What follows belongs to an exercise in optimizing a design on an open flow for small area, a short achievable clock period and few clock cycles per item; a production flow would make more cautious choices.
Where RTL was checked, it was by simulation tests only, not by an equivalence proof against the original.
The clock input has no modelled driver; a real chip could not lean on it and would need a root buffer or a full tree.
Power figures rest on the tool's default switching activity, not on a simulated workload.

## heichips25_systolicArray
module heichips25_systolicArray #(
    parameter BITWIDTH = 4,
    parameter OUTWIDTH = 2*BITWIDTH
)(
    input                           clk,
    input                           reset,
    input        [BITWIDTH -1:0]    data_in,
    input                           load_weights,
    input                           load_inputs,
    input                           store_outputs,
    output logic [OUTWIDTH -1:0]    results,
    output logic                    valid_out
);
    logic [3:0]  wr [0:3][0:3];    
    logic [3:0]  x  [0:3][0:3];    
    logic [3:0]  cnt;        
    logic [1:0]  ph;         
    logic [3:0]  io;         
    logic [1:0]  jc;         
    logic [3:0]  wp;         
    logic        mid_r;      
    logic [1:0]  t1, t2;     
    logic        st1, st2;   
    logic [63:0] r1;         
    logic [15:0] r2;         
    logic [7:0]  c0, c1;     
    always @(posedge clk) begin
        for (int k = 0; k < 4; k++) begin
            wr[k][0] <= (load_weights && cnt[3:2] == k) ? data_in : wr[k][3];
            for (int p = 1; p < 4; p++) wr[k][p] <= wr[k][p-1];
        end
    end
    always @(posedge clk) begin
        for (int r = 0; r < 4; r++) begin
            if (load_inputs && cnt[3:2] == r) begin
                x[r][0] <= data_in;
                for (int k = 1; k < 4; k++) x[r][k] <= x[r][k-1];
            end
        end
    end
    wire       mid_n = load_inputs && cnt >= 4 && cnt <= 14;   
    wire [1:0] pa = ph + 2'd1 - {1'b0, cnt[0]};   
    wire [1:0] pb = cnt[1:0] - 2'd2;              
    wire [1:0] pc = ph - 2'd1;                    
    logic [3:0] wp_n;
    always_comb begin
        for (int p = 0; p < 4; p++) begin
            if (mid_n)              wp_n[p] = pa == p;
            else if (store_outputs) wp_n[p] = wp[p];
            else if (load_weights)  wp_n[p] = pb == p;
            else                    wp_n[p] = pc == p;
        end
    end
    always @(posedge clk) begin
        cnt       <= reset ? 4'd0 : (load_weights || load_inputs) ? cnt + 4'd1 : cnt;
        valid_out <= !reset && load_inputs && cnt == 15;
        ph        <= load_weights ? cnt[1:0] : ph + 2'd1;
        mid_r     <= mid_n;
  ...
For scale: ~650 cells after synthesis, about 220 flip-flops, ~18 I/O pins, ~8800 µm² of cells after synthesis.
==> module heichips25_systolicArray, before the edit <==
module heichips25_systolicArray #(
    parameter BITWIDTH = 4,
    parameter OUTWIDTH = 2*BITWIDTH
)(
    input                           clk,
    input                           reset,
    input        [BITWIDTH -1:0]    data_in,
    input                           load_weights,
    input                           load_inputs,
    input                           store_outputs,
    output logic [OUTWIDTH -1:0]    results,
    output logic                    valid_out
);
    logic [3:0]  wr [0:3][0:3];    
    logic [3:0]  x  [0:3][0:3];    
    logic [3:0]  cnt;        
    logic [1:0]  ph;         
    logic [3:0]  io;         
    logic [1:0]  jc;         
    logic [3:0]  wp;         
    logic        mid_r;      
    logic [1:0]  t1, t2;     
    logic        st1, st2;   
    logic [63:0] r1;         
    logic [15:0] r2;         
    logic [7:0]  c0, c1;     
    always @(posedge clk) begin
        for (int k = 0; k < 4; k++) begin
            wr[k][0] <= (load_weights && cnt[3:2] == k) ? data_in : wr[k][3];
            for (int p = 1; p < 4; p++) wr[k][p] <= wr[k][p-1];
        end
    end
    always @(posedge clk) begin
        for (int r = 0; r < 4; r++) begin
            if (load_inputs && cnt[3:2] == r) begin
                x[r][0] <= data_in;
                for (int k = 1; k < 4; k++) x[r][k] <= x[r][k-1];
            end
        end
    end
    wire       mid_n = load_inputs && cnt >= 4 && cnt <= 14;   
    wire [1:0] pa = ph + 2'd1 - {1'b0, cnt[0]};   
    wire [1:0] pb = cnt[1:0] - 2'd2;              
    wire [1:0] pc = ph - 2'd1;                    
    logic [3:0] wp_n;
    always_comb begin
        for (int p = 0; p < 4; p++) begin
            if (mid_n)              wp_n[p] = pa == p;
            else if (store_outputs) wp_n[p] = wp[p];
            else if (load_weights)  wp_n[p] = pb == p;
            else                    wp_n[p] = pc == p;
        end
    end
    always @(posedge clk) begin
        cnt       <= reset ? 4'd0 : (load_weights || load_inputs) ? cnt + 4'd1 : cnt;
        valid_out <= !reset && load_inputs && cnt == 15;
        ph        <= load_weights ? cnt[1:0] : ph + 2'd1;
        mid_r     <= mid_n;
        if (mid_n)              jc <= {1'b0, cnt[0]};
        else if (store_outputs) jc <= jc + 2'd1;
        else                    jc <= 2'd2;
        wp        <= wp_n;
        if (mid_n || !store_outputs) io <= 4'b0001;
        else if (jc == 3)            io <= {io[2:0], io[3]};
        t1        <= {mid_r && jc[0], mid_r && !jc[0]};
        t2        <= t1;
        st1       <= store_outputs;
        st2       <= st1;
    end
    logic [3:0] a [0:3];
    logic [3:0] b [0:3];
    always_comb begin
        for (int k = 0; k < 4; k++) begin
            a[k] = ({4{io[0]}} & x[0][3-k]) | ({4{io[1]}} & x[1][3-k])
                 | ({4{io[2]}} & x[2][3-k]) | ({4{io[3]}} & x[3][3-k]);
            b[k] = ({4{wp[0]}} & wr[k][0]) | ({4{wp[1]}} & wr[k][1])
                 | ({4{wp[2]}} & wr[k][2]) | ({4{wp[3]}} & wr[k][3]);
        end
    end
    wire [63:0] r1_n;
    dot4_l1 l1 (
        .a0(a[0]), .a1(a[1]), .a2(a[2]), .a3(a[3]),
        .b0(b[0]), .b1(b[1]), .b2(b[2]), .b3(b[3]),
        .r(r1_n)
    );
    wire [15:0] r2_n;
    dot4_l23 l23 (.r(r1), .s(r2_n));
    wire [7:0] sum = r2[7:0] + r2[15:8];
    always @(posedge clk) begin
        r1 <= r1_n;
        r2 <= r2_n;
        if (t2[0]) c0 <= sum;
        if (t2[1]) c1 <= sum;
        results <= !st1 ? c0 : !st2 ? c1 : sum;
    end
endmodule
export LEC_CHECK = 0
export CAP_MARGIN = 20
export CORE_MARGIN = 2
export CORE_UTILIZATION = 60
export CTS_CLUSTER_DIAMETER = 120
export CTS_CLUSTER_SIZE = 28
export SETUP_SLACK_MARGIN = 4.27
export SLEW_MARGIN = 20
create_clock -name core_clock -period 6.5 [get_ports {clk}]
standard.sh (not shown) runs the stock make flow with config.mk's settings and CLKGATE_MAP_FILE= SYNTH_SCRIPT=/design/flow/synth_recipe.tcl, a recipe that flattens the netlist after the stock synthesis.
==> flow/flow/run.sh <==
#!/bin/bash
# Layout flow: the standard flow (standard.sh), with one change to clock
# tree synthesis (pre_cts.tcl): the clock tree is built by TritonCTS as usual,
# then its middle level of buffers is removed so that the root buffer drives
# the leaf buffers directly. The tree stays balanced; it has one buffer less
# between the clock port and every register.
set -euo pipefail
work=$(pwd)
export PRE_CTS_TCL="$work/flow/pre_cts.tcl"
bash standard.sh > "$work/flow_standard.log" 2>&1 || { tail -50 "$work/flow_standard.log"; exit 1; }
tail -5 "$work/flow_standard.log"
==> flow/flow/pre_cts.tcl <==
# Sourced by ORFS's cts.tcl before clock tree synthesis (PRE_CTS_TCL).
# Wraps clock_tree_synthesis: after TritonCTS has built the tree, each buffer
# between the root buffer and the leaf buffers is removed and the leaf buffers
# it drove are connected to the root buffer's net. No dummy loads are added.
rename clock_tree_synthesis my_cts_orig
proc clock_tree_synthesis { args } {
  my_cts_orig {*}$args -dont_use_dummy_load
  set block [ord::get_db_block]
  set clkport [$block findBTerm clk]
  set clknet [$clkport getNet]
  # the root buffer: the one cell the clock port drives
  set roots {}
  foreach it [$clknet getITerms] {
    if {[$it isInputSignal]} { lappend roots [$it getInst] }
  }
  if {[llength $roots] != 1} { puts "pre_cts: [llength $roots] cells on the clock port, tree left as built"; return }
  set rootnet [[[lindex $roots 0] findITerm X] getNet]
  set removed 0
  foreach it [$rootnet getITerms] {
    if {![$it isInputSignal]} continue
    set inst [$it getInst]
    if {![string match *clkbuf* [[$inst getMaster] getName]]} continue
    set onet [[$inst findITerm X] getNet]
    set loads {}
    set allbuf 1
    foreach l [$onet getITerms] {
      if {[$l isInputSignal]} {
        lappend loads $l
        if {![string match *clkbuf* [[[$l getInst] getMaster] getName]]} { set allbuf 0 }
      }
    }
    if {!$allbuf || [llength $loads] == 0} continue
    foreach l $loads { $l disconnect; $l connect $rootnet }
    $it disconnect
    [$inst findITerm X] disconnect
    odb::dbInst_destroy $inst
    odb::dbNet_destroy $onet
    incr removed
  }
  puts "pre_cts: removed $removed middle clock buffers"
}
Next try:
--- a/flow/design.v
+++ b/flow/design.v
@@ -445,9 +445,10 @@
     wire [1:0] pb = cnt[1:0] - 2'd2;              
     wire [1:0] pc = ph - 2'd1;                    
+    wire [1:0] pd = ph - jc;                      
     logic [3:0] wp_n;
     always_comb begin
         for (int p = 0; p < 4; p++) begin
             if (mid_n)              wp_n[p] = pa == p;
-            else if (store_outputs) wp_n[p] = wp[p];
+            else if (store_outputs) wp_n[p] = pd == p;
             else if (load_weights)  wp_n[p] = pb == p;
             else                    wp_n[p] = pc == p;
Outcome: Design area goes down by 1.7%; clock skew is about the same; final cell count hardly moves; hold slack is worse by 0.012 ns; sequential share of layout area came out higher by 0.60 points; first-iteration DRC count increases by 55%; utilization went down by 1.1 points; global-route usage stays flat; total power went up by 0.74%; clock-buffer cell count is unchanged; area after synthesis is about the same; die area hardly moves.
Testbench counts after the change, summed over its fixed seeds: cycles 9,216, jobs 192.
Function not checked in the first run of this note: the RTL went through the layout flow alone.

port drivers added, routing unchanged:
In the flow no input, the clock included, has a driving cell. The finished layouts below were timed again as built, in two steps.
Step 1 (the two cells are an assumption about what drives the block):
set clk [get_ports {clk}]
set_driving_cell -lib_cell sky130_fd_sc_hd__clkbuf_16 $clk
set_driving_cell -lib_cell sky130_fd_sc_hd__buf_2 [delete_from_list [all_inputs] $clk]
Step 2, shift: input delay + t, output delay - t, t = (earliest + latest rising clock arrival at the registers) / 2. This alone moves slack from input paths to output paths.
Three values: no drivers, after step 1, after step 2; two values: the first two.
run	shift t [ns]	setup slack, ns	clock arrival spread, ns	worst register clock-pin slew, ns
the first run	0.433	4.305 / 4.298 / 3.903	0.015 / 0.014	0.11 / 0.11
the second run	0.426	4.363 / 4.323 / 4.033	0.017 / 0.017	0.11 / 0.11
After both steps setup and hold are still met in every run listed. For the first run, which loses most, drivers alone change the setup slack by -0.007 ns; drivers and shift together by -0.402 ns.
